Source: an optimization exercise on an open RTL-to-GDS flow (aim: small area). Production flows keep margins and buffers that such runs may drop. Where RTL was checked, it was by simulation tests only, not by an equivalence proof against the original. No driver is modelled on the clock port, so clocking that relies on it looks cheaper here than on a real chip. Power figures rest on the tool's default switching activity, not on a simulated workload.

==> 08-26: inputs <==
// switch
module switch ( clk,rst,data_in,valid_in, paddr,psel,pen,p_write,p_wdata, 
out_port1,out_port2,out_port3, out_port4,valid_out,prdata);
==> module switch, before the edit <==
module switch ( clk,rst,data_in,valid_in, paddr,psel,pen,p_write,p_wdata, 
out_port1,out_port2,out_port3, out_port4,valid_out,prdata);
input clk,rst,data_in,valid_in;
input [31:0]paddr;
input [31:0]p_wdata; 
input psel,pen,p_write;
output out_port1,out_port2,out_port3, out_port4,valid_out;
output reg  [31:0]prdata;
reg chip_en;
reg [7:0]chip_id;
reg [3:0]out_port_en;
reg [63:0]in_pkt;
reg [63:0]out_pkt;
reg [7:0]cnt;
reg out_start,pkt_rec;
reg [7:0]cnt_out;
wire pwrite,pread;
assign pwrite=p_write && psel && pen;
assign pread= (p_write==0) && psel && pen;
always@(posedge clk) begin
	if(!rst) begin
          chip_en<=0;
	  chip_id<='hAA;
	  out_port_en<=4'b0001;
	end
	else if(paddr==0 && pwrite) begin
		chip_en<=p_wdata[0];
	end
	else if(paddr=='h8 && pwrite) begin
		out_port_en<=p_wdata[3:0];
	end
	else if(paddr==0 && pread) begin
		prdata<=chip_en;
	end
	else if(paddr=='h4 && pread) begin
		prdata<=chip_id;
	end
	else if(paddr=='h8 && pread) begin
		prdata<=out_port_en;
	end
end
always@(posedge clk) begin
	if(!rst) begin
          in_pkt<=0;
	  cnt<=0;
	  pkt_rec<=0;
	end
	else begin
		if(valid_in) begin
			cnt<=(cnt==63) ? 8'd0 : cnt+1;
			in_pkt<= {in_pkt[62:0], data_in};
		end
		pkt_rec<=valid_in && cnt==63;
	end
end
always@(posedge clk) begin
	if(!rst) begin
          out_pkt<=0;
	end
	else if(pkt_rec) begin
		out_pkt<=in_pkt;
	end
	else if(out_start) begin
		out_pkt<=out_pkt<<1;
	end
end
always@(posedge clk) begin
	if(!rst) begin
          out_start<=0;
	  cnt_out<=0;
	end
	else if(pkt_rec) begin
		cnt_out<=0;
		out_start<=1;
	end
	else if(out_start) begin
		cnt_out<=cnt_out+1;
		if(cnt_out==63)
			out_start<=0;
	end
end
assign valid_out=out_start;
assign out_port1= chip_en &  (out_port_en==4'b0001) & out_pkt[63];
assign out_port2= chip_en &  (out_port_en==4'b0010) & out_pkt[63];
assign out_port3= chip_en &  (out_port_en==4'b0100) & out_pkt[63];
assign out_port4= chip_en &  (out_port_en==4'b1000) & out_pkt[63];
endmodule
clock: 5.0 ns
lec_check: 0
cap_margin: 20
core_margin: 2
core_utilization: 40
slew_margin: 20
run.sh (not shown) runs the stock make flow with config.mk's settings and CLKGATE_MAP_FILE= SYNTH_SCRIPT=/design/flow/synth_recipe.tcl, a recipe that flattens the netlist after the stock synthesis.
==> 01-09: changes against 08-26 <==
==> flow/design.v (replaced) <==
module switch ( clk,rst,data_in,valid_in, paddr,psel,pen,p_write,p_wdata,
out_port1,out_port2,out_port3, out_port4,valid_out,prdata);
input clk,rst,data_in,valid_in;
input [31:0]paddr;
input [31:0]p_wdata;
input psel,pen,p_write;
output out_port1,out_port2,out_port3, out_port4,valid_out;
output [31:0]prdata;
reg chip_en;
reg [3:0]out_port_en;
reg [3:0]rd_lo;
reg rd_id;
wire pwrite = p_write & psel & pen;
wire pread  = ~p_write & psel & pen;
wire hi_zero = ~|{paddr[31:4], paddr[1:0]};
wire a0 = hi_zero & ~paddr[3] & ~paddr[2];
wire a4 = hi_zero & ~paddr[3] &  paddr[2];
wire a8 = hi_zero &  paddr[3] & ~paddr[2];
always @(posedge clk) begin
	if (!rst) begin
		chip_en <= 1'b0;
		out_port_en <= 4'b0001;
	end else begin
		if (a0 & pwrite) chip_en <= p_wdata[0];
		if (a8 & pwrite) out_port_en <= p_wdata[3:0];
	end
end
always @(posedge clk) begin
	if (rst & pread & (a0 | a4 | a8)) begin
		rd_lo <= a8 ? out_port_en : {a4, 1'b0, a4, a0 & chip_en};
		rd_id <= a4;
	end
end
assign prdata = {24'd0, rd_id, 1'b0, rd_id, 1'b0, rd_lo};
reg [63:0]sr;
reg [5:0]cnt;       
reg [5:0]ocnt;      
reg pkt_rec, active, ob;
always @(posedge clk)
	if (valid_in) sr <= {sr[62:0], data_in};
wire [5:0]idx = cnt + ~ocnt;
wire go = pkt_rec | (active & |ocnt);
always @(posedge clk) begin
	if (!rst) begin
		cnt <= 6'd0;
		pkt_rec <= 1'b0;
		active <= 1'b0;
		ocnt <= 6'd0;
		ob <= 1'b0;
	end else begin
		if (valid_in) cnt <= cnt + 6'd1;
		pkt_rec <= valid_in & (&cnt);
		active <= go;
		if (go) ocnt <= ocnt + 6'd1;
		ob <= go & sr[idx];
	end
end
assign valid_out = active;
wire b = chip_en & ob;
assign out_port1 = b & (out_port_en == 4'b0001);
assign out_port2 = b & (out_port_en == 4'b0010);
assign out_port3 = b & (out_port_en == 4'b0100);
assign out_port4 = b & (out_port_en == 4'b1000);
endmodule
==> comparison <==
- Between 08-26 and 01-09, the lower non-clock buffer count is in 01-09 (gap 3).
- Between 08-26 and 01-09, the lower design area is in 01-09 (gap about 65%, measured against 01-09).
- Between 01-09 and 08-26, the lower via count is in 01-09 (gap about 50%, measured against 08-26).
- Against 08-26, the clock skew of 01-09 is higher by 0.0033 ns.
Function not checked in 01-09: the RTL went through the layout flow alone.

---

==> run A <==
switch, a different RTL version from the one above (not shown whole).
==> module switch, before the edit <==
module switch ( clk,rst,data_in,valid_in, paddr,psel,pen,p_write,p_wdata,
out_port1,out_port2,out_port3, out_port4,valid_out,prdata);
input clk,rst,data_in,valid_in;
input [31:0]paddr;
input [31:0]p_wdata;
input psel,pen,p_write;
output out_port1,out_port2,out_port3, out_port4,valid_out;
output [31:0]prdata;
reg chip_en;
reg [3:0]out_port_en;
reg [3:0]rd_lo;
reg rd_id;
wire hit = ~|{paddr[31:4], paddr[1:0]} & ~(paddr[3] & paddr[2]);
wire acc = psel & pen & hit;
always @(posedge clk) begin
	if (!rst) begin
		chip_en <= 1'b0;
		out_port_en <= 4'b0001;
	end else if (acc & p_write) begin
		if (~paddr[3] & ~paddr[2]) chip_en <= p_wdata[0];
		if (paddr[3]) out_port_en <= p_wdata[3:0];
	end
end
always @(posedge clk) begin
	if (rst & acc & ~p_write) begin
		rd_lo <= paddr[3] ? out_port_en : {paddr[2], 1'b0, paddr[2], ~paddr[2] & chip_en};
		rd_id <= paddr[2];
	end
end
assign prdata = {24'd0, rd_id, 1'b0, rd_id, 1'b0, rd_lo};
reg [63:0]sr;
reg [5:0]cnt;       
reg [5:0]idx;       
reg pkt_rec, active, done, ob;
always @(posedge clk)
	if (valid_in) sr <= {sr[62:0], data_in};
wire go = pkt_rec | (active & ~done);
wire last = (idx == cnt);
always @(posedge clk) begin
	if (!rst) begin
		cnt <= 6'd0;
		pkt_rec <= 1'b0;
		active <= 1'b0;
		ob <= 1'b0;
	end else begin
		if (valid_in) cnt <= cnt + 6'd1;
		pkt_rec <= valid_in & (&cnt);
		active <= go;
		ob <= go & sr[idx];
	end
end
always @(posedge clk) begin
	done <= go & last;
	if (~go | last) idx <= 6'd63;
	else if (~valid_in) idx <= idx - 6'd1;
end
assign valid_out = active;
wire b = chip_en & ob;
assign out_port1 = b & (out_port_en == 4'b0001);
assign out_port2 = b & (out_port_en == 4'b0010);
assign out_port3 = b & (out_port_en == 4'b0100);
assign out_port4 = b & (out_port_en == 4'b1000);
endmodule
export LEC_CHECK = 0
export CAP_MARGIN = 20
export CORE_MARGIN = 2
export CORE_UTILIZATION = 40
export SLEW_MARGIN = 20
create_clock -name core_clock -period 5.0 [get_ports {clk}]
standard.sh (not shown) runs the stock make flow with config.mk's settings and CLKGATE_MAP_FILE= SYNTH_SCRIPT=/design/flow/synth_recipe.tcl, a recipe that flattens the netlist after the stock synthesis.
==> flow/flow/run.sh <==
#!/bin/bash
# Standard ORFS layout with these changes: ports are buffered with buf_1
# instead of clkdlybuf4s50_1; one tie cell drives all the constant outputs
# (no tie fanout repair); clock tree synthesis inserts no dummy loads, and
# a post-CTS hook (flow/cts_resize.tcl) sizes each clock buffer down as
# far as the register clock-pin slew allows.
set -euo pipefail
here=$(pwd)
bash standard.sh \
  'BUFFER_PORTS_ARGS=-buffer_cell sky130_fd_sc_hd__buf_1' \
  'SKIP_REPAIR_TIE_FANOUT=1' \
  'CTS_ARGS=-sink_clustering_enable -repair_clock_nets -dont_use_dummy_load' \
  "POST_CTS_TCL=$here/flow/cts_resize.tcl" \
  finish > make_finish.log 2>&1
==> flow/flow/cts_resize.tcl <==
set limit 0.115
set cands {clkbuf_1 clkbuf_2 buf_4 clkbuf_4 buf_6 clkbuf_8 buf_8 buf_12 clkbuf_16}
set lib [lindex [get_libs *] 0]

proc max_clk_slew {} {
  estimate_parasitics -placement
  set m 0
  foreach p [get_pins -hierarchical */CLK] {
    set s [get_property $p slew_max]
    if {$s > $m} { set m $s }
  }
  return $m
}

set bufs {}
foreach inst [get_cells -hierarchical clkbuf_*] {
  set name [get_full_name $inst]
  if {[string match "clkbuf_0_*" $name]} { set root $inst } else { lappend bufs $inst }
}
if {[info exists root]} { lappend bufs $root }
puts "clock tree resize: start slew [max_clk_slew]"
foreach inst $bufs {
  set orig [get_property [get_lib_cells -of_objects $inst] name]
  set done 0
  foreach c $cands {
    if {$c eq [string range $orig 16 end]} { break }
    replace_cell $inst sky130_fd_sc_hd__$c
    if {[max_clk_slew] <= $limit} { set done 1; break }
  }
  if {!$done} { replace_cell $inst $orig }
  puts "clock tree resize: [get_full_name $inst] $orig -> [get_property [get_lib_cells -of_objects $inst] name]"
}
detailed_placement
puts "clock tree resize: final slew [max_clk_slew]"
==> inputs of run Y, as changes to run A <==
--- a/flow/design.v
+++ b/flow/design.v
@@ -12,4 +12,8 @@
 reg rd_id;
-wire hit = ~|{paddr[31:4], paddr[1:0]} & ~(paddr[3] & paddr[2]);
-wire acc = psel & pen & hit;
+wire pwrite = p_write & psel & pen;
+wire pread  = ~p_write & psel & pen;
+wire hi_zero = ~|{paddr[31:4], paddr[1:0]};
+wire a0 = hi_zero & ~paddr[3] & ~paddr[2];
+wire a4 = hi_zero & ~paddr[3] &  paddr[2];
+wire a8 = hi_zero &  paddr[3] & ~paddr[2];
 always @(posedge clk) begin
@@ -18,5 +22,5 @@
 		out_port_en <= 4'b0001;
-	end else if (acc & p_write) begin
-		if (~paddr[3] & ~paddr[2]) chip_en <= p_wdata[0];
-		if (paddr[3]) out_port_en <= p_wdata[3:0];
+	end else begin
+		if (a0 & pwrite) chip_en <= p_wdata[0];
+		if (a8 & pwrite) out_port_en <= p_wdata[3:0];
 	end
@@ -24,5 +28,5 @@
 always @(posedge clk) begin
-	if (rst & acc & ~p_write) begin
-		rd_lo <= paddr[3] ? out_port_en : {paddr[2], 1'b0, paddr[2], ~paddr[2] & chip_en};
-		rd_id <= paddr[2];
+	if (rst & pread & (a0 | a4 | a8)) begin
+		rd_lo <= a8 ? out_port_en : {a4, 1'b0, a4, a0 & chip_en};
+		rd_id <= a4;
 	end
@@ -32,8 +36,8 @@
 reg [5:0]cnt;       
-reg [5:0]idx;       
-reg pkt_rec, active, done, ob;
+reg [5:0]ocnt;      
+reg pkt_rec, active, ob;
 always @(posedge clk)
 	if (valid_in) sr <= {sr[62:0], data_in};
-wire go = pkt_rec | (active & ~done);
-wire last = (idx == cnt);
+wire [5:0]idx = cnt + ~ocnt;
+wire go = pkt_rec | (active & |ocnt);
 always @(posedge clk) begin
@@ -43,2 +47,3 @@
 		active <= 1'b0;
+		ocnt <= 6'd0;
 		ob <= 1'b0;
@@ -48,9 +53,5 @@
 		active <= go;
+		if (go) ocnt <= ocnt + 6'd1;
 		ob <= go & sr[idx];
 	end
-end
-always @(posedge clk) begin
-	done <= go & last;
-	if (~go | last) idx <= 6'd63;
-	else if (~valid_in) idx <= idx - 6'd1;
 end
==> flow/flow/run.sh (replaced) <==
#!/bin/bash
# Standard ORFS layout with two changes: ports are buffered with the
# smallest buffer instead of clkdlybuf4s50_1, and clock tree synthesis
# inserts no dummy loads.
set -euo pipefail
bash standard.sh \
  'BUFFER_PORTS_ARGS=-buffer_cell sky130_fd_sc_hd__buf_1' \
  'CTS_ARGS=-sink_clustering_enable -repair_clock_nets -dont_use_dummy_load' \
  finish > make_finish.log 2>&1
removed: flow/flow/cts_resize.tcl
==> inputs of run F, as changes to run A <==
--- a/flow/design.v
+++ b/flow/design.v
@@ -36,2 +36,14 @@
 	if (valid_in) sr <= {sr[62:0], data_in};
+wire [15:0]m1;
+wire [3:0]m2;
+genvar g;
+generate
+	for (g = 0; g < 16; g = g + 1) begin : l1
+		assign m1[g] = sr[4*g + idx[1:0]];
+	end
+	for (g = 0; g < 4; g = g + 1) begin : l2
+		assign m2[g] = m1[4*g + idx[3:2]];
+	end
+endgenerate
+wire rbit = m2[idx[5:4]];
 wire go = pkt_rec | (active & ~done);
@@ -48,3 +60,3 @@
 		active <= go;
-		ob <= go & sr[idx];
+		ob <= go & rbit;
 	end
==> flow/flow/run.sh (replaced) <==
#!/bin/bash
# Standard ORFS layout with these changes: ports are buffered with buf_1
# instead of clkdlybuf4s50_1; one tie cell drives all the constant outputs
# (no tie fanout repair); every mux4_1 becomes the smaller mux4_2 after
# floorplan (flow/swap_mux4.tcl); clock tree synthesis inserts no dummy
# loads, and a post-CTS hook (flow/cts_resize.tcl) sizes each clock buffer
# down as far as the register clock-pin slew allows.
set -euo pipefail
here=$(pwd)
bash standard.sh \
  'BUFFER_PORTS_ARGS=-buffer_cell sky130_fd_sc_hd__buf_1' \
  'SKIP_REPAIR_TIE_FANOUT=1' \
  "POST_FLOORPLAN_TCL=$here/flow/swap_mux4.tcl" \
  'CTS_ARGS=-sink_clustering_enable -repair_clock_nets -dont_use_dummy_load' \
  "POST_CTS_TCL=$here/flow/cts_resize.tcl" \
  finish > make_finish.log 2>&1
==> flow/flow/swap_mux4.tcl (new file) <==
# Post-floorplan hook: mux4_2 has the same function as mux4_1 in less area,
# so use it for every 4:1 mux.
set n 0
foreach inst [get_cells -hierarchical *] {
  if {[get_property [get_lib_cells -of_objects $inst] name] eq "sky130_fd_sc_hd__mux4_1"} {
    replace_cell $inst sky130_fd_sc_hd__mux4_2
    incr n
  }
}
puts "swap_mux4: $n mux4_1 replaced by mux4_2"
CORE_UTILIZATION = 65   (was 40)
==> run summary <==
- Against run A, the flip-flop and latch count of run Y is lower by 1.
- Count of clock-buffer cells in the layout is the same in run A and run Y.
- Via count: run Y > run A > run F.
- Between run A and run Y, the lower combinational power is in run A (gap about 70%, measured against run Y).
- Of run Y and run F, run Y has the higher power (gap about 16%, measured against run F).
==> figures <==
|  | run F | run A | run Y |
|---|---|---|---|
| Status | complete, no violations | complete, no violations | complete, no violations |
| Depth of the worst register-to-register path | 5 | 4 | 7 |
| Detailed Routing Iterations Pass 1 | 5 | 4 | 4 |
| Achievable frequency | 0.381 GHz | 0.405 GHz | 0.281 GHz |
| Met2 WL post-DR | 2790 um | 2940 um | 3150 um |
| Routed metal-1 wirelength | 2820 um | 3090 um | 3440 um |
| Sinks on the clock net | 90 | 90 | 89 |
| Arrival time at the worst endpoint | 1620 ps | 1470 ps | 3790 ps |
| Sw Ratio | 21.1% | 21.4% | 23.4% |
| Kind of capture point of the worst setup path | output pin | output pin | flip-flop |
| CP Class | reg2out | reg2out | reg2reg |
| Leakage power summed over all cells | 0.00140 uW | 0.00139 uW | 0.00155 uW |
Only the layout flow was run in run Y; the RTL was not checked for function there.

## separate check: timing with driven ports
Ports are ideal in the flow. The routed layouts listed here were re-timed in OpenROAD. Step 1 assumes that a clkbuf_16 drives the clock port and a buf_2 every other input. Step 2 adds t to the input delays and takes it off the output delays; t is the mean of the earliest and latest rising clock arrival at the registers after step 1. Input paths then give back, and output paths get back, about the clock's delay inside the block. a / b / c = ideal / step 1 / step 2; a / b = the first two.
| run | t (ns) | setup WS [ns] | hold WS [ns] | worst setup path at the end | worst slew at a driven data input, ns |
|---|---|---|---|---|---|
| 08-26 | 0.451 | 2.133 / 2.099 / 1.691 | 0.507 / 0.507 / 0.507 | input to register | 0.04 |
| 01-09 | 0.378 | 1.498 / 1.498 / 1.498 | 0.449 / 0.449 / 0.449 | register to register | 0.04 |
| run A | 0.511 | 2.533 / 2.505 / 2.249 | 0.433 / 0.433 / 0.433 | input to register | 0.04 |
| run Y | 0.364 | 1.445 / 1.445 / 1.445 | 0.437 / 0.437 / 0.437 | register to register | 0.04 |
| run F | 0.479 | 2.376 / 2.347 / 2.223 | 0.436 / 0.436 / 0.436 | input to register | 0.04 |
After both steps every run listed still meets setup and hold. For 08-26, which loses most, drivers alone change the setup slack by -0.034 ns; drivers and shift together by -0.442 ns.
